Context: an optimization exercise on an open-source flow, tuned for small area and a short achievable clock period. The choices shown serve that exercise and are no tape-out recipe.
Function was checked by simulation only, so behaviour that the tests miss may differ from the original.
Power and IR drop assume default switching activity.

## mult_top
module mult_top(
    input clk,
    input  [15:0] x,
    input  [15:0] y,
    output [31:0] p_out
    );
Size: roughly 81 flip-flops, roughly 65 I/O pins, ~6000 sq um of cells after synthesis.
Settings: LEC_CHECK=0, CAP_MARGIN=20, CORE_MARGIN=2, CORE_UTILIZATION=60, CTS_BUF_LIST=sky130_fd_sc_hd__clkbuf_8, CTS_CLUSTER_DIAMETER=150, CTS_CLUSTER_SIZE=40, SETUP_SLACK_MARGIN=1.0, SLEW_MARGIN=20; clock period 5.0 ns.
standard.sh (not shown) runs the stock make flow with config.mk's settings and CLKGATE_MAP_FILE= SYNTH_SCRIPT=/design/flow/synth_recipe.tcl, a recipe that flattens the netlist after the stock synthesis.
==> flow/flow/run.sh <==
#!/bin/bash
# The standard layout; the only change is the port buffer cell (buf_1 instead of the default).
set -euo pipefail
export BUFFER_PORTS_ARGS="-buffer_cell sky130_fd_sc_hd__buf_1"
bash standard.sh > standard.log 2>&1
The starting point completed without violations.
==> next run, changes <==
- CTS_BUF_LIST: sky130_fd_sc_hd__clkbuf_8 -> default
- CTS_CLUSTER_DIAMETER: 150 -> default
- CTS_CLUSTER_SIZE: 40 -> default
The new run passed the timing, DRC and antenna checks.
Non-clock buffer count does not change.
Hold slack is unchanged.
Wire length does not change.
Synthesized cell count stays the same.
Setup slack is unchanged.
Synthesized area does not change.
Final area is unchanged.
==> next run, changes <==
- CORE_UTILIZATION: 60 -> 40
- SETUP_SLACK_MARGIN: 1.0 -> 2.0
Total power went up by a quarter to a third. Wire length went up by a few percent. Die area went up by well over a third. Cell count went up by roughly a tenth. Clock-buffer cell count went up by 1. Maximum frequency went up by a few percent. Setup slack gets better by 0.078 ns. Register-to-register slack gets better by 0.15 ns.
==> next run, changes <==
- SETUP_SLACK_MARGIN: 2.0 -> 0.5
Effect:
- global-route usage falls by 0.93 points
- clock power falls by about 1%
- power falls by 19%
- routed wire length falls by about 5%
- clock skew is about the same
- core utilization falls by 5.3 points
- die area stays the same
- final area falls by 11%
- combinational power falls by about 30%
- first-iteration DRC count falls by 13%

alpha:
mult_top, a different RTL version from the one above (not shown whole).
For scale: ~670 cells after synthesis, roughly 65 I/O pins.
clock: 5.0 ns
lec_check: 0
cap_margin: 20
core_margin: 2
core_utilization: 60
setup_slack_margin: 1.7
slew_margin: 20
Scripts as last shown in full above: flow/flow/run.sh
alpha: full flow OK, the timing, DRC and antenna checks passed
> inputs changed (alpha -> beta)
# alpha
export LEC_CHECK = 0
export CAP_MARGIN = 20
export CORE_MARGIN = 2
export CORE_UTILIZATION = 60
export SETUP_SLACK_MARGIN = 1.7
export SLEW_MARGIN = 20
create_clock -name core_clock -period 5.0 [get_ports {clk}]
# beta
export LEC_CHECK = 0
export CAP_MARGIN = 20
export CORE_MARGIN = 2
export CORE_UTILIZATION = 60
export SETUP_SLACK_MARGIN = 1.75
export SLEW_MARGIN = 20
create_clock -name core_clock -period 5.0 [get_ports {clk}]
Findings:
- Between beta and alpha, the sequential cell area share does not differ in any meaningful way.
- The count of non-CTS buffers in the layout in beta is 1.06 times that in alpha.
- Going from alpha to beta, area added between synthesis and finish grows by 0.66 points.
Relative to beta, the following input files were edited for gamma:
# beta
export LEC_CHECK = 0
export CAP_MARGIN = 20
export CORE_MARGIN = 2
export CORE_UTILIZATION = 60
export SETUP_SLACK_MARGIN = 1.75
export SLEW_MARGIN = 20
create_clock -name core_clock -period 5.0 [get_ports {clk}]
# gamma
export LEC_CHECK = 0
export CAP_MARGIN = 20
export CORE_MARGIN = 2
export CORE_UTILIZATION = 60
export PLACE_DENSITY = 0.8
export SETUP_SLACK_MARGIN = 1.75
export SLEW_MARGIN = 20
create_clock -name core_clock -period 5.0 [get_ports {clk}]
[summary]
Compare gamma and beta | proportion of final cell area spent on non-clock buffers lower: gamma. | routed via count | gamma vs beta | 118 higher |. Taking beta as the reference, in gamma total stage count of the critical path decreased 1; largest fanout of any net on the critical path increased 15; final worst hold slack increased 3.9 ps.
Input changes introduced in delta (baseline for comparison: gamma):
# gamma
export LEC_CHECK = 0
export CAP_MARGIN = 20
export CORE_MARGIN = 2
export CORE_UTILIZATION = 60
export PLACE_DENSITY = 0.8
export SETUP_SLACK_MARGIN = 1.75
export SLEW_MARGIN = 20
create_clock -name core_clock -period 5.0 [get_ports {clk}]
# delta
export LEC_CHECK = 0
export CAP_MARGIN = 20
export CORE_MARGIN = 2
export CORE_UTILIZATION = 60
export SETUP_SLACK_MARGIN = 2.0
export SLEW_MARGIN = 20
create_clock -name core_clock -period 5.0 [get_ports {clk}]
### Flow results
Clock group total power, delta and gamma: higher on gamma
Non-clock buffer area fraction after layout on delta is up relative to gamma.
delta vs gamma: total power down slightly
NOTE: clock tree buffer count of the final layout in delta exceeds that of gamma
Relative to gamma, the internal power measured on delta has decreased slightly.
Status: post-detailed-routing wire length parity (gamma, delta)
On endpoint arrival time on the critical path, the higher figure sits with gamma, not delta.
Reported for delta and gamma, area after synthesis turned out identical to the last digit.

== run 1 ==
Another version of the RTL of mult_top (not shown whole).
Size: about 670 cells after synthesis, roughly 88 flip-flops, about 65 I/O pins.
clock: 5.0 ns
lec_check: 0
cap_margin: 20
core_margin: 2
core_utilization: 60
setup_slack_margin: 1.3
slew_margin: 20
Scripts as last shown in full above: flow/flow/run.sh
diff inputs: run 1 => run 2
Settings: swapping 1.3 for 2.2 in SETUP_SLACK_MARGIN.
Run 2 vs run 1: final layout net count up in run 2. The internal power consumption in run 1 is 0.807 times that in run 2. For run 2, the endpoint of the worst setup timing path was p_out[19], unlike run 1, where it was p_out[29]. Re worst setup slack: run 2 is 88 ps up on run 1. Comparing run 2 and run 1, relative contribution of combinational cells to total power is higher on run 2. Compare run 2 and run 1 | worst hold slack lower: run 2. Run 2 vs. run 1: final critical path time including I/O delays and setup went down by 88 ps.
### run 2 -> run 3
Settings: PLACE_DENSITY newly set to 0.8; SETUP_SLACK_MARGIN changed from 2.2 to 1.75; CORE_UTILIZATION changed from 60 to 70.
Results
Number of cells traversed by the worst register-to-register path for run 3: 2 down relative to run 2. Per the comparison of run 3 with run 2, simple-gate portion of the synthesized area shows no meaningful change, global-route wire length before repair shows a reduction of 2.8%, wire length shows no meaningful change, power shows a reduction of 320 µW, cell area after layout shows a reduction of 8.3%. Across both runs, post-route worst setup slack was higher for run 3 than for run 2. Clock-buffer cell count was lower in run 2 than in run 3. Run 3 | stages: all done | timing, DRC, antenna: all pass. Between run 3 and run 2, the difference in via count is negligible. On run 3: part of the power in the clock network is 3.5 points higher than what run 2 gave.

mult_top again, from the RTL that the note above started with.
==> flow/config.mk <==
export PLATFORM = sky130hd
export DESIGN_NAME = mult_top
export DESIGN_NICKNAME = mult_top
export VERILOG_FILES = /design/flow/design.v
export SDC_FILE = /design/flow/constraint.sdc
export NUM_CORES = 4
export LEC_CHECK = 0
export CAP_MARGIN = 20
export CORE_MARGIN = 2
export CORE_UTILIZATION = 60
export SETUP_SLACK_MARGIN = 1.45
export SLEW_MARGIN = 20
==> flow/constraint.sdc <==
create_clock -name core_clock -period 5.0 [get_ports {clk}]
set_input_delay 1.0000 -clock core_clock [delete_from_list [all_inputs] [get_ports {clk}]]
set_output_delay 1.0000 -clock core_clock [all_outputs]
set_load 0.01 [all_outputs]
Scripts as last shown in full above: flow/flow/run.sh
The starting point completed with no timing, DRC or antenna violations.
==> next run, changes <==
Settings changed: SETUP_SLACK_MARGIN 1.45 to 1.6.
Global-route usage barely changes.
Die area is unchanged.
Final area increases slightly.
Synthesized area is unchanged.
Worst setup slack gets better by 63 ps.
Cell count hardly moves.
Wire length went up slightly.
Count of clock-buffer cells in the layout is unchanged.
Sequential share of layout area fell by 0.37 points.
Total power increases by a few percent.
==> next run, changes <==
Settings changed: SETUP_SLACK_MARGIN 1.6 to 1.9.
After rerunning: Register-to-register slack improves by 300 ps. Final cell count goes up by 2.0%. Worst hold slack is worse by 40 ps. Wire length rose by 6.9%. Setup slack improved by 67 ps. Combinational power climbs by 19%. Fmax goes up by 2.1%. Global-route usage rose by 1.3 points. Design area went up by 5.2%. Die area is unchanged. Clock skew came out lower by 5.7 ps.
==> next run, changes <==
Settings changed: SETUP_SLACK_MARGIN 1.9 to 1.75.
Result: Cell area falls by 2.9%; routed wire length falls by 3.5%; count of clock-buffer cells in the layout stays the same.

== rev 12 ==
mult_top again, from the RTL that the note above started with.
Settings: LEC_CHECK=0, CAP_MARGIN=0, CORE_MARGIN=2, CORE_UTILIZATION=60, PLACE_DENSITY=0.8, SETUP_SLACK_MARGIN=1.75, SLEW_MARGIN=0; clock period 5.0 ns.
Scripts as last shown in full above: flow/flow/run.sh
Rev 12 finished every step from synthesis to the final layout, and the layout passed the timing, DRC and antenna checks.
The following lists how rev 13 was set up differently from rev 12:
Settings: CAP_MARGIN: 0 -> 20; SETUP_SLACK_MARGIN: 1.75 -> 1.6; SLEW_MARGIN: 0 -> 20.
## What came out
Rev 13: number of gates resized after CTS is 18 lower than what rev 12 reported. Looking at non-clock buffer count, rev 13 sits 3 above rev 12. Rev 13 ended with more vias after detailed routing than rev 12. Compared with rev 12, rev 13 shows a higher cell count. Number of fill cells in the layout, rev 13 vs rev 12: up slightly. Rev 13 vs rev 12: design area down in rev 13.

job 101:
RTL: one of the versions met above, not the one the previous note started from.
Size in the first run: about 640 cells after synthesis, about 65 I/O pins, roughly 6000 um^2 of cells after synthesis.
==> flow/design.v (excerpt) <==
module mult_top(
    input clk,
    input  [15:0] x,
    input  [15:0] y,
    output [31:0] p_out
    );
clock: 5.0 ns
lec_check: 0
cap_margin: 20
core_margin: 2
core_utilization: 75
setup_slack_margin: 1.0
slew_margin: 20
Scripts as last shown in full above: flow/flow/run.sh
Job 101: full flow OK, the timing, DRC and antenna checks passed
What job 102 does differently from job 101 at the input level:
- CORE_UTILIZATION now 40, was 75
- SETUP_SLACK_MARGIN now 0, was 1.0
[summary]
Delta(number of buffers and inverters on the critical path, job 102 - job 101) > 0
Via count (job 102 / job 101): 0.931
Critical path's slowest cell = fa_2: job 101; critical path's slowest cell = dfxtp_1: job 102
Between job 101 and job 102, multi-input combinational area share decreased.
Count of cells along the worst register-to-register path in job 102 vs job 101: down 1
Taking job 102 over job 101, the first-iteration DRC count ratio works out to 0.43.
Taking job 101 as the reference, in job 102 total net switching power lost 8.8%, post-route clock period utilization climbed 6.4 points, sequential cell area in the final layout -1.4%, cell area up 1.8%.
Critical path start-end classification = flip-flop to flip-flop: job 102; critical path start-end classification = flip-flop to output port: job 101
Job 102 vs. job 101: sequential cell area share went down by 0.81 points.
Combinational power share was lower in job 102 than in job 101.
For job 103, these inputs were changed with respect to job 102:
- an added CTS_BUF_LIST of sky130_fd_sc_hd__clkbuf_4 sky130_fd_sc_hd__clkbuf_8
- a change of CORE_UTILIZATION from 40 to 60
- a change of SETUP_SLACK_MARGIN from 0 to 1.0
Findings:
- Comparing job 103 and job 102, part of the cycle the worst path needs is lower on job 103.
- Sort job 103 and job 102 by tap cell count, descending, and job 102 comes first.
- Job 103 vs job 102: fmax up by a little under 10%
- Total routed wirelength went up by a few percent going from job 102 to job 103.
- Compared with job 102, detailed route wirelength on metal3 in job 103 increased by more than 10%.
Modified inputs, job 104 compared to job 103
- putting ABC_AREA at 1 where nothing was set
### Flow results
- In the tables for job 103 and job 104, sequential power reads higher with job 103.
- Relative to job 103, the filler cell count in the final layout measured on job 104 has decreased slightly.
- Looking at total placed cells including tap cells, job 104 sits 86 higher than job 103 does.
### job 104 -> job 105
- ABC_AREA: 1 -> unset
- CORE_UTILIZATION: 60 -> 40
- CTS_BUF_LIST: sky130_fd_sc_hd__clkbuf_4 sky130_fd_sc_hd__clkbuf_8 -> unset
## What came out
- Of job 104 and job 105, the higher XOR/XNOR share of the synthesized area belongs to job 104.
- NOTE total clock network power job 104->job 105 increased by more than a quarter
- On fraction of area in multi-input gates: between job 104 and job 105, it ends up lower for job 104.
- Routed wire in job 105 totals less than in job 104.

==> afterwards: timing with drivers on the ports <==
The flow's constraints put no driver on any port. The routed layouts listed below were extracted and timed again, unchanged, in two steps. Step 1 sets driving cells, clkbuf_16 on the clock port and buf_2 on the other inputs (assumed; they add their load-dependent delay and slew). Step 2 also shifts input and output timing later by t, the mid clock arrival at the registers, as if the neighbouring blocks saw the same clock. Slacks: ideal ports / drivers / drivers and shift; pairs: ideal ports / drivers.
run | t (ns) | setup WS [ns] | worst setup path after step 2 | clock arrival spread, ns | cell pins on the clock port's net
the first run of note 1 | 0.398 | 1.162 / 1.128 / 1.208 | register to register | 0.011 / 0.011 | 1
the second run of note 1 | 0.398 | 1.162 / 1.128 / 1.208 | register to register | 0.011 / 0.011 | 1
the third run of note 1 | 0.388 | 1.240 / 1.196 / 1.358 | register to register | 0.010 / 0.010 | 1
the fourth run of note 1 | 0.383 | 0.815 / 0.800 / 0.815 | register to register | 0.009 / 0.009 | 1
alpha | 0.400 | 1.790 / 1.756 / 1.852 | register to register | 0.013 / 0.013 | 1
beta | 0.398 | 1.858 / 1.824 / 1.927 | register to register | 0.010 / 0.010 | 1
gamma | 0.394 | 1.842 / 1.841 / 1.842 | register to register | 0.008 / 0.008 | 1
delta | 0.401 | 1.857 / 1.825 / 2.081 | register to register | 0.011 / 0.010 | 1
run 1 | 0.398 | 1.485 / 1.450 / 1.554 | register to register | 0.013 / 0.013 | 1
run 2 | 0.399 | 1.574 / 1.536 / 1.935 | register to output | 0.012 / 0.012 | 1
run 3 | 0.382 | 1.717 / 1.682 / 1.778 | register to register | 0.016 / 0.016 | 1
the first run of note 4 | 0.401 | 1.604 / 1.569 / 1.706 | register to register | 0.013 / 0.013 | 1
the second run of note 4 | 0.399 | 1.667 / 1.632 / 1.756 | register to register | 0.014 / 0.013 | 1
the third run of note 4 | 0.405 | 1.734 / 1.700 / 2.061 | register to register | 0.007 / 0.007 | 1
the fourth run of note 4 | 0.403 | 1.774 / 1.738 / 1.856 | register to register | 0.014 / 0.014 | 1
rev 12 | 0.389 | 1.704 / 1.674 / 1.807 | register to register | 0.010 / 0.009 | 1
rev 13 | 0.396 | 1.719 / 1.688 / 1.761 | register to register | 0.009 / 0.010 | 1
job 101 | 0.401 | 1.134 / 1.101 / 1.155 | register to register | 0.018 / 0.017 | 1
job 102 | 0.383 | 0.815 / 0.800 / 0.815 | register to register | 0.009 / 0.009 | 1
job 103 | 0.398 | 1.162 / 1.128 / 1.208 | register to register | 0.011 / 0.011 | 1
job 104 | 0.388 | 1.063 / 1.028 / 1.159 | register to register | 0.019 / 0.019 | 1
job 105 | 0.383 | 1.155 / 1.117 / 1.172 | register to register | 0.009 / 0.009 | 1
After both steps every run listed still meets setup and hold.
